Context: an optimization exercise on an open-source flow, tuned for small area. The choices shown serve that exercise and are no tape-out recipe. Function was checked by simulation only, so behaviour that the tests miss may differ from the original. Power and IR drop assume default switching activity.

## run.sh

```bash
#!/bin/bash
# synth_recipe.tcl (not shown) runs the flow's synth.tcl, then flattens the netlist and writes it again
# the make line also repeats each setting of config.mk as NAME=value (left out here)
make -C /OpenROAD-flow-scripts/flow DESIGN_CONFIG=/design/flow/config.mk WORK_HOME=/design/flow/orfs CLKGATE_MAP_FILE= SYNTH_SCRIPT=/design/flow/synth_recipe.tcl finish
```

## config.mk

```make
export PLATFORM = sky130hd
export DESIGN_NAME = irig
export DESIGN_NICKNAME = irig
export VERILOG_FILES = /design/flow/design.v
export SDC_FILE = /design/flow/constraint.sdc
export NUM_CORES = 4
export LEC_CHECK = 0
export CAP_MARGIN = 20
export CORE_MARGIN = 2
export CORE_UTILIZATION = 40
export SLEW_MARGIN = 20
```

## constraint.sdc

```tcl
create_clock -name core_clock -period 10.0 [get_ports {clk}]
set_input_delay 2.0000 -clock core_clock [delete_from_list [all_inputs] [get_ports {clk}]]
set_output_delay 2.0000 -clock core_clock [all_outputs]
set_load 0.01 [all_outputs]
```

## design.v

```verilog
module bcd_decoder (
                    input [2:0]      bcd_bit_idx ,
                    input [1:0]      bcd_digit_idx ,
                    input            bcd_bit,
                    output [8:0] value);
    reg [6:0]                    bcd_multiplier;
    always @(*) begin
        case (bcd_digit_idx)
          2'd0:
            bcd_multiplier = 7'd1;
          2'd1:
            bcd_multiplier = 7'd10;
          2'd2:
            bcd_multiplier = 7'd100;
          default:
            bcd_multiplier = 7'd0;
          endcase
    end
    assign value = (bcd_bit << bcd_bit_idx) * bcd_multiplier;
endmodule
module irig_timestamp(
                      input             clk,
                      input             rst,
                      input [2:0]       ts_select,
                      input             ts_finish,
                      input [4:0]       bit_idx ,
                      input [1:0]       digit_idx ,
                      input             bit_value,
                      output reg [5:0]  ts_second,
                      output reg [5:0]  ts_minute,
                      output reg [4:0]  ts_hour,
                      output reg [8:0]  ts_day,
                      output reg [6:0]  ts_year,
                      output reg [16:0] ts_sec_day);
    localparam TS_SELECT_SECOND = 3'd1,
      TS_SELECT_MINUTE = 3'd2,
      TS_SELECT_HOUR = 3'd3,
      TS_SELECT_DAY = 3'd4,
      TS_SELECT_YEAR = 3'd5,
      TS_SELECT_SEC_DAY = 3'd6;
    reg [5:0]                           ts_second_int;
    reg [5:0]                           ts_minute_int;
    reg [4:0]                           ts_hour_int;
    reg [8:0]                           ts_day_int;
    reg [6:0]                           ts_year_int;
    reg [16:0]                          ts_sec_day_int;
    reg                                 ts_reset;
    wire [8:0]                        value;
    bcd_decoder bd1(.bcd_bit_idx(bit_idx),
                    .bcd_digit_idx(digit_idx),
                    .bcd_bit(bit_value),
                    .value(value));
    always @(posedge clk) begin
        if (rst | ts_reset) begin
            if (rst) begin
                ts_second <= 6'b0;
                ts_minute <= 6'b0;
                ts_hour <= 5'b0;
                ts_day <= 9'b0;
                ts_year <= 7'b0;
                ts_sec_day <= 17'b0;
            end
            ts_second_int <= 6'b0;
            ts_minute_int <= 6'b0;
            ts_hour_int <= 5'b0;
            ts_day_int <= 9'b0;
            ts_year_int <= 7'b0;
            ts_sec_day_int <= 17'b0;
            ts_reset <= 1'b0;
        end
        else if (ts_finish & ~ts_reset) begin
            ts_second <= ts_second_int;
            ts_minute <= ts_minute_int;
            ts_hour <= ts_hour_int;
            ts_day <= ts_day_int;
            ts_year <= ts_year_int;
            ts_sec_day <= ts_sec_day_int;
            ts_reset <= 1'b1;
        end
        else begin
            case (ts_select)
              TS_SELECT_SECOND:
                ts_second_int <= ts_second_int + value[5:0];
              TS_SELECT_MINUTE:
                ts_minute_int <= ts_minute_int + value[5:0];
              TS_SELECT_HOUR:
                ts_hour_int <= ts_hour_int + value[4:0];
              TS_SELECT_DAY:
                ts_day_int <= ts_day_int + value;
              TS_SELECT_YEAR:
                ts_year_int <= ts_year_int + value[6:0];
              TS_SELECT_SEC_DAY:
                ts_sec_day_int <= ts_sec_day_int | (bit_value << bit_idx);
            endcase
        end
    end
endmodule
module irig_state (
                   input            clk,
                   input            rst,
                   input            irig_d0,
                   input            irig_d1,
                   input            irig_mark,
                   output reg       pps_gate, 
                   output reg       ts_finish,
                   output reg [2:0] ts_select,
                   output reg [4:0] bit_idx,
                   output reg [1:0] digit_idx,
                   output reg       bit_value,
                   output reg [3:0] state_o);
    localparam ST_UNLOCKED = 4'd0,
      ST_PRELOCK  = 4'b1,
      ST_START    = 4'd2,
      ST_SECOND   = 4'd3,
      ST_MINUTE   = 4'd4,
      ST_HOUR     = 4'd5,
      ST_DAY      = 4'd6,
      ST_DAY2     = 4'd7,
      ST_YEAR     = 4'd8,
      ST_UNUSED1  = 4'd9,
      ST_UNUSED2  = 4'd10,
      ST_SEC_DAY  = 4'd11,
      ST_SEC_DAY2 = 4'd12;
    localparam TS_SELECT_SECOND = 3'd1,
      TS_SELECT_MINUTE = 3'd2,
      TS_SELECT_HOUR = 3'd3,
      TS_SELECT_DAY = 3'd4,
      TS_SELECT_YEAR = 3'd5,
      TS_SELECT_SEC_DAY = 3'd6;
    reg [3:0]                       irig_cnt;
    reg                             pps_en;
    reg [3:0]                       state, next_state;
    always @(posedge clk) begin
        if (rst) begin
            state <= ST_UNLOCKED;
            pps_gate <= 1'b0;
            irig_cnt <= 4'b0;
        end
        else begin
            state <= next_state;
            pps_gate <= pps_en;
            if (irig_mark)
              irig_cnt <= 4'b0;
            else 
              irig_cnt <= irig_cnt + (irig_d0 | irig_d1);
        end
    end
    always @(*) begin
        state_o = state;
        next_state = state;
        pps_en = 1'b0;
        ts_finish = 1'b0;
        ts_select = 3'b0;
          bit_idx = 4'b0;
          digit_idx = 2'b0;
          bit_value = 1'b0;
        case (state)
          ST_UNLOCKED: begin
              if (irig_mark)
                next_state = ST_PRELOCK;
          end
          ST_PRELOCK: begin
              if (irig_mark)
                next_state = ST_SECOND;
              else if (irig_d0 || irig_d1)
                next_state = ST_UNLOCKED;          
          end
          ST_START: begin              
              pps_en = 1'b1;
              if (irig_mark)
                next_state = ST_SECOND;
              else if (irig_d0 || irig_d1)
                next_state = ST_UNLOCKED;
          end
          ST_SECOND: begin
              ts_select = TS_SELECT_SECOND;
              bit_idx = (irig_cnt > 4'd4) ? irig_cnt-4'd5 : irig_cnt;
              digit_idx = (irig_cnt > 4'd4) ? 2'b1 : 2'b0;
              bit_value = irig_d1 && !(irig_cnt == 4'd4);                
              if (irig_mark)
                next_state = ST_MINUTE;
          end
          ST_MINUTE: begin
              ts_select = TS_SELECT_MINUTE;
              bit_idx = (irig_cnt > 4'd4) ? irig_cnt-4'd5 : irig_cnt;
              digit_idx = (irig_cnt > 4'd4) ? 2'b1 : 2'b0;
              bit_value = irig_d1 && !(irig_cnt == 4'd4) && !(irig_cnt == 4'd8);
              if (irig_mark)
                next_state = ST_HOUR;
          end       
          ST_HOUR: begin
              ts_select = TS_SELECT_HOUR;
              bit_idx = (irig_cnt > 4'd4) ? irig_cnt-4'd5 : irig_cnt;
              digit_idx = (irig_cnt > 4'd4) ? 2'b1 : 2'b0;
              bit_value = irig_d1 && !(irig_cnt == 4'd4) && !(irig_cnt >= 4'd8);
              if (irig_mark)
                next_state = ST_DAY;
          end
          ST_DAY: begin
              ts_select = TS_SELECT_DAY;
              bit_idx = (irig_cnt > 4'd4) ? irig_cnt-4'd5 : irig_cnt;
              digit_idx = (irig_cnt > 4'd4) ? 2'd1 : 2'd0;
              bit_value = irig_d1 && !(irig_cnt == 4'd4);
              if (irig_mark)
                next_state = ST_DAY2;
          end
          ST_DAY2: begin
              ts_select = TS_SELECT_DAY;
              bit_idx = irig_cnt;
              digit_idx = 2'd2;
              bit_value = irig_d1 && !(irig_cnt > 4'd1);
              if (irig_mark)
                next_state = ST_YEAR;
          end
          ST_YEAR: begin
              ts_select = TS_SELECT_YEAR;
              bit_idx = (irig_cnt > 4'd4) ? irig_cnt-4'd5 : irig_cnt;
              digit_idx = (irig_cnt > 4'd4) ? 2'd1 : 2'd0;
              bit_value = irig_d1 && !(irig_cnt == 4'd4);
              if (irig_mark)
                next_state = ST_UNUSED1;
          end
          ST_UNUSED1: begin
              if (irig_mark)
                next_state = ST_UNUSED2;
          end
          ST_UNUSED2: begin
              if (irig_mark)
                next_state = ST_SEC_DAY;
          end
          ST_SEC_DAY: begin
              ts_select = TS_SELECT_SEC_DAY;
              bit_idx = irig_cnt;
              bit_value = irig_d1;
              if (irig_mark)
                next_state = ST_SEC_DAY2;
          end
          ST_SEC_DAY2: begin
              ts_select = TS_SELECT_SEC_DAY;
              bit_idx = irig_cnt+5'd9;
              bit_value = irig_d1;
              if (irig_mark) begin
                  next_state = ST_START;
                  pps_en = 1'b1;
                  ts_finish = 1'b1;
              end
          end
        endcase
    end
endmodule
module irig_width_decode (
                          input      clk,
                          input      irigb,
                          output reg irig_mark,
                          output reg irig_d0,
                          output reg irig_d1,
                          input      rst
                          );
    localparam CYCLES_ZERO = 17'd19000;
    localparam CYCLES_ONE  = 17'd49000;
    localparam CYCLES_MARK = 17'd79000;
    reg [16:0]                       clk_cnt;
    reg                              irigb_last;
    always @(posedge clk) begin
        if (rst) begin
            clk_cnt <= 17'b0;
            irigb_last <= 1'b0;
            irig_d0 <= 1'b0;
            irig_d1 <= 1'b0;
            irig_mark <= 1'b0;
        end else begin
            irig_mark <= (clk_cnt >= CYCLES_MARK) && !irigb && irigb_last && !irig_mark;
            irig_d1   <= (clk_cnt >= CYCLES_ONE) && (clk_cnt < CYCLES_MARK) && !irigb && irigb_last && !irig_d1;
            irig_d0   <= (clk_cnt >= CYCLES_ZERO) && (clk_cnt < CYCLES_ONE) && !irigb && irigb_last && !irig_d0;
            if (irigb && !irigb_last)
              clk_cnt <= 17'b0;
            else if (!irigb)  
              clk_cnt <= clk_cnt;
            else
              clk_cnt <= clk_cnt + 17'b1;
            irigb_last <= irigb;
        end
    end
endmodule
module irig(input         clk,  
            input         rst,
            input         irigb,
            output        pps,
            output [5:0]  ts_second,
            output [5:0]  ts_minute,
            output [4:0]  ts_hour,
            output [8:0]  ts_day,
            output [6:0]  ts_year,
            output [16:0] ts_sec_day,
            output [3:0]  state);
    wire                  irig_d0;
    wire                  irig_d1;
    wire                  irig_mark;
    wire                  pps_gate;
    wire [2:0]            ts_select;
    wire                  ts_finish;
    wire [4:0]            bit_idx;
    wire [1:0]            digit_idx;
    wire                  bit_value;
    wire [3:0]            state_o;
    irig_width_decode id1(.clk(clk),
                          .rst(rst),
                          .irigb(irigb),
                          .irig_mark(irig_mark),
                          .irig_d0(irig_d0),
                          .irig_d1(irig_d1));
    irig_state is1(.clk(clk),
                   .rst(rst),
                   .irig_d0(irig_d0),
                   .irig_d1(irig_d1),
                   .irig_mark(irig_mark),
                   .pps_gate(pps_gate),
                   .ts_select(ts_select),
                   .ts_finish(ts_finish),
                   .bit_idx(bit_idx),
                   .digit_idx(digit_idx),
                   .bit_value(bit_value),
                   .state_o(state_o));
    irig_timestamp it1(.clk(clk),
                       .rst(rst),
                       .bit_idx(bit_idx),
                       .digit_idx(digit_idx),
                       .bit_value(bit_value),
                       .ts_select(ts_select),
                       .ts_finish(ts_finish),
                       .ts_second(ts_second),
                       .ts_minute(ts_minute),
                       .ts_hour(ts_hour),
                       .ts_day(ts_day),
                       .ts_year(ts_year),
                       .ts_sec_day(ts_sec_day));
    assign pps = irigb & pps_gate;
    assign state = state_o;
endmodule
```

==> flow_metrics.py <==
metrics = {
    "timing": {
        "fin_crit_sh": 0.761,
        "fmax_mhz": 131,
        "rsz0062_at_grt": "no",
        "final-setup-viol-count": 0,
        "hold_ws_ns": 0.420,
        "period_needed_ns": 7.61,
        "hold_viol_final": 0,
        "tightest_slew_ns": 0.906,
        "setup_tns_ns": 0,
        "setup_ws_ns": 2.39,
        "slew_headroom": 0.395,
        "finalMaxSlewViolations": 0,
        "fin_skew_ns": 0.0119,
    },
    "logic_synthesis": {
        "syn-cell-area_mm2": 0.00732,
        "synthCells": 755,
        "ys_types": 61,
        "ys_warn_count": 5,
        "async_flop_share": 0,
        "syn_avg_cell_area_um2": 9.69,
        "synth_edf_count": 50,
        "ys_seq_elements": 131,
        "synthFlopType": "dfxtp_1",
        "synth_nets": 828,
        "ys_seq_area_frac": 0.427,
    },
    "clock_network": {
        "cts.reportedPaths.clkPinSlew_ns": 0.06,
        "ctsHtreeMaxLevel": 4,
        "cts-root-buf": "clkbuf_16",
        "post_cts_buffers": 0,
        "clock_latency_ns": 0.42,
        "clkSinkCount": 131,
        "cts-resized-gates": 0,
        "hold_buffers": 0,
        "cts_tree": "yes",
        "cts_made_buffers": 17,
        "clock_path_buffers": 2,
    },
    "global_route": {
        "grtUsageTotal": 0.168,
        "first_global_vias": 5379,
        "grt_pass1_wl_um": 26300,
        "grt-ovfl-total": 0,
        "grt_max_degree": 52,
        "antenna_found_initial": 0,
    },
    "critical_path": {
        "critPathMaxFanout": 24,
        "crit_arrival_ns": 7.89,
        "start_kind": "register",
        "endpoint_kind": "register",
        "r2r_cells": 25,
        "crit_required_ns": 10.28,
        "path_class": "reg -> reg",
    },
    "job": {
        "drv_cap": 0,
    },
    "power_and_ir_drop": {
        "power.leakage_nw": 3.41,
        "powerDensity_mw_per_mm2": 133,
        "peakVddDrop_v": 0.000113,
    },
    "hold_path": {
        "holdCritPathClass": "reg -> reg",
        "holdPathStages": 1,
    },
    "placed_design": {
        "place_ws_ns": 2.37,
        "place_congestion": 0.845,
        "portBuffers": 57,
        "place.detailed.hpwl_um": 11100,
    },
    "final_layout": {
        "drive_gt1_frac": 0.0554,
        "register_area_mm2": 0.00312,
        "layout_commonest_cell": "nor2_1",
        "final_core_util": 0.478,
        "syn2layout_area_growth_pct": 17.3,
        "diodes": 0,
        "multiInputGateArea_mm2": 0.00392,
        "fillers": 1683,
        "nNetsFinal": 873,
        "layout_common_cells": "nor2_1, dfxtp_1, clkdlybuf4s50_1, and2_1, nand2_1",
    },
    "floorplan": {
        "fp.dieH_um": 139,
        "core.rowCount": 49,
        "pin_count": 58,
        "dieArea_mm2": 0.0194,
        "start_util": 0.407,
        "core-area_mm2": 0.0180,
        "fp.dieW_um": 139,
    },
    "routing": {
        "drc": 0,
        "first_pass_iters": 4,
        "drtIter0Drc": 291,
        "wl_per_cell_um": 15.0,
        "ant_nets": 0,
        "vias_per_cell": 5.21,
        "vias": 5426,
        "drt_wl_total_um": 15600,
    },
    "run_status": {
        "status": "timing/DRC/antenna clean",
    },
}
-- kinds of logic (layout without fill, tap and decap cells) --
group	Yosys count	in the layout	synth area share
AOI/OAI and AO/OA	139	139	0.125
muxes	17	17	0.0233
xor gates and xnor gates	46	46	0.0551
buffers and inverters	72	130	0.0407
other	2	2	0.00103
DFF	131	131	0.427
and+or+nand+nor	278	278	0.191
adders and majority gates	70	70	0.137
-- critical path, cell delays in order, from the launching register on --
cell and delay (ns):
dfxtp_1 0.84, nand4b_1 0.50, o41ai_1 0.48, o311ai_0 0.22
or3_4 0.40, nor2_1 0.24, nand2_1 0.20, nor2_1 0.24
fa_1 0.44, ha_1 0.29, inv_1 0.05, fa_1 0.50
fa_1 0.54, inv_1 0.04, ha_1 0.32, o21a_1 0.12
o31a_1 0.11, a21oi_1 0.22, ha_1 0.32, nor3_1 0.19
nor2_1 0.07, o41ai_1 0.08, o21ai_0 0.27, and2_1 0.25
a2111oi_1 0.40, o211ai_1 0.14
-- path summary, 6_finish.rpt --
| path | from | endpoint | slack, ns |
|---|---|---|---|
| max reg2reg | is1.state[0]$_SDFFE_PP0P_ | it1.ts_day_int[8]$_SDFFE_PP0P_ | 2.39 |
| max | is1.state[0]$_SDFFE_PP0P_ | it1.ts_day_int[8]$_SDFFE_PP0P_ | 2.39 |
| min reg2reg | id1.irig_d0$_SDFF_PP0_ | id1.irig_d0$_SDFF_PP0_ | 0.42 |
| min | id1.irig_d0$_SDFF_PP0_ | id1.irig_d0$_SDFF_PP0_ | 0.42 |
-- layer usage --
layer	vias up	global-route usage	wire, µm
li1	2735	-	-
met1	2565	0.200	7030
met2	98	0.285	7640
met3	28	0.0461	597
met4	0	0.0739	354
met5	-	0	0
-- state kept, by name, summed over array words and instances, names as in the netlist, 5 cells and up --
register / count
id1.clk_cnt: 17
it1.ts_sec_day: 17
it1.ts_sec_day_int: 17
it1.ts_day: 9
it1.ts_day_int: 9
it1.ts_year: 7
it1.ts_year_int: 7
it1.ts_minute: 6
it1.ts_minute_int: 6
it1.ts_second: 6
it1.ts_second_int: 6
it1.ts_hour: 5
it1.ts_hour_int: 5
-- cell usage after synthesis (all sizes together) (4+ instances only) --
library cell  instances  area, µm²
nand2b                4       25.0
nand3                16       80.1
nor3                 12       60.1
o311ai                4       35.0
o21bai               22        165
a21o                 11       82.6
nand2                55        206
and2                 56        350
xnor2                30        263
a2111oi               7       62.6
xor2                 16        140
edfxtp               50       1500
or3                  11       73.8
dfxtp                81       1620
clkbuf               26       97.6
ha                   53        663
or2                   4       25.0
a211oi                7       52.6
nor3b                 5       37.5
a21oi                42        210
nand4                 5       31.3
inv                  37        139
and3                  8       50.1
mux2i                17        170
nor2                 86        325
buf                   9       61.3
fa                   17        340
o21ai                23        115
-- layout make-up --
class                      instances  area share
sequential                       131       0.364
inverter                          37      0.0162
multi-input combinational        552       0.457
clock inverter                    11     0.00758
clock buffer                      21      0.0525
timing repair buffer              61      0.0699
tap                              229      0.0334
-- through the flow --
stage / instance area, µm² / cells / total power, mW
floorplan: 7320 / 755 / 0.592
global placement: 8060 / 1010 / 0.610
detailed placement: 8060 / 1010 / 0.611
CTS: 8570 / 1042 / 1.16
global route: 8590 / 1042 / 1.19
finish: 8590 / 1042 / 1.14
-- power breakdown --
| part | internal, mW | leakage [nW] | switching [mW] |
|---|---|---|---|
| registers | 0.560 | 1.18 | 0.00219 |
| logic | 0.0154 | 1.98 | 0.0210 |
| clock network | 0.319 | 0.250 | 0.226 |

[port drivers added, routing unchanged]
The results above use ideal ports. As a check the final layout listed here was re-extracted and re-timed, cells and wires unchanged. Step 1 assumes that a clkbuf_16 drives the clock port and a buf_2 every other input. Step 2 times the ports against the registers' clock, not the clock port: input delays grow and output delays shrink by t, the midpoint of the rising clock arrivals with the driver on. a / b / c = ideal / step 1 / step 2; a / b = the first two.
t (ns): 0.458
slack for setup (ns): 2.387 / 2.387 / 2.387
worst hold slack (ns): 0.420 / 0.420 / 0.420
clock arrival spread, ns: 0.013 / 0.012
worst register clock-pin slew, ns: 0.06 / 0.06
After both steps setup and hold are still met in this run. For this run, drivers alone change the setup slack by 0.000 ns; drivers and shift together by 0.000 ns.
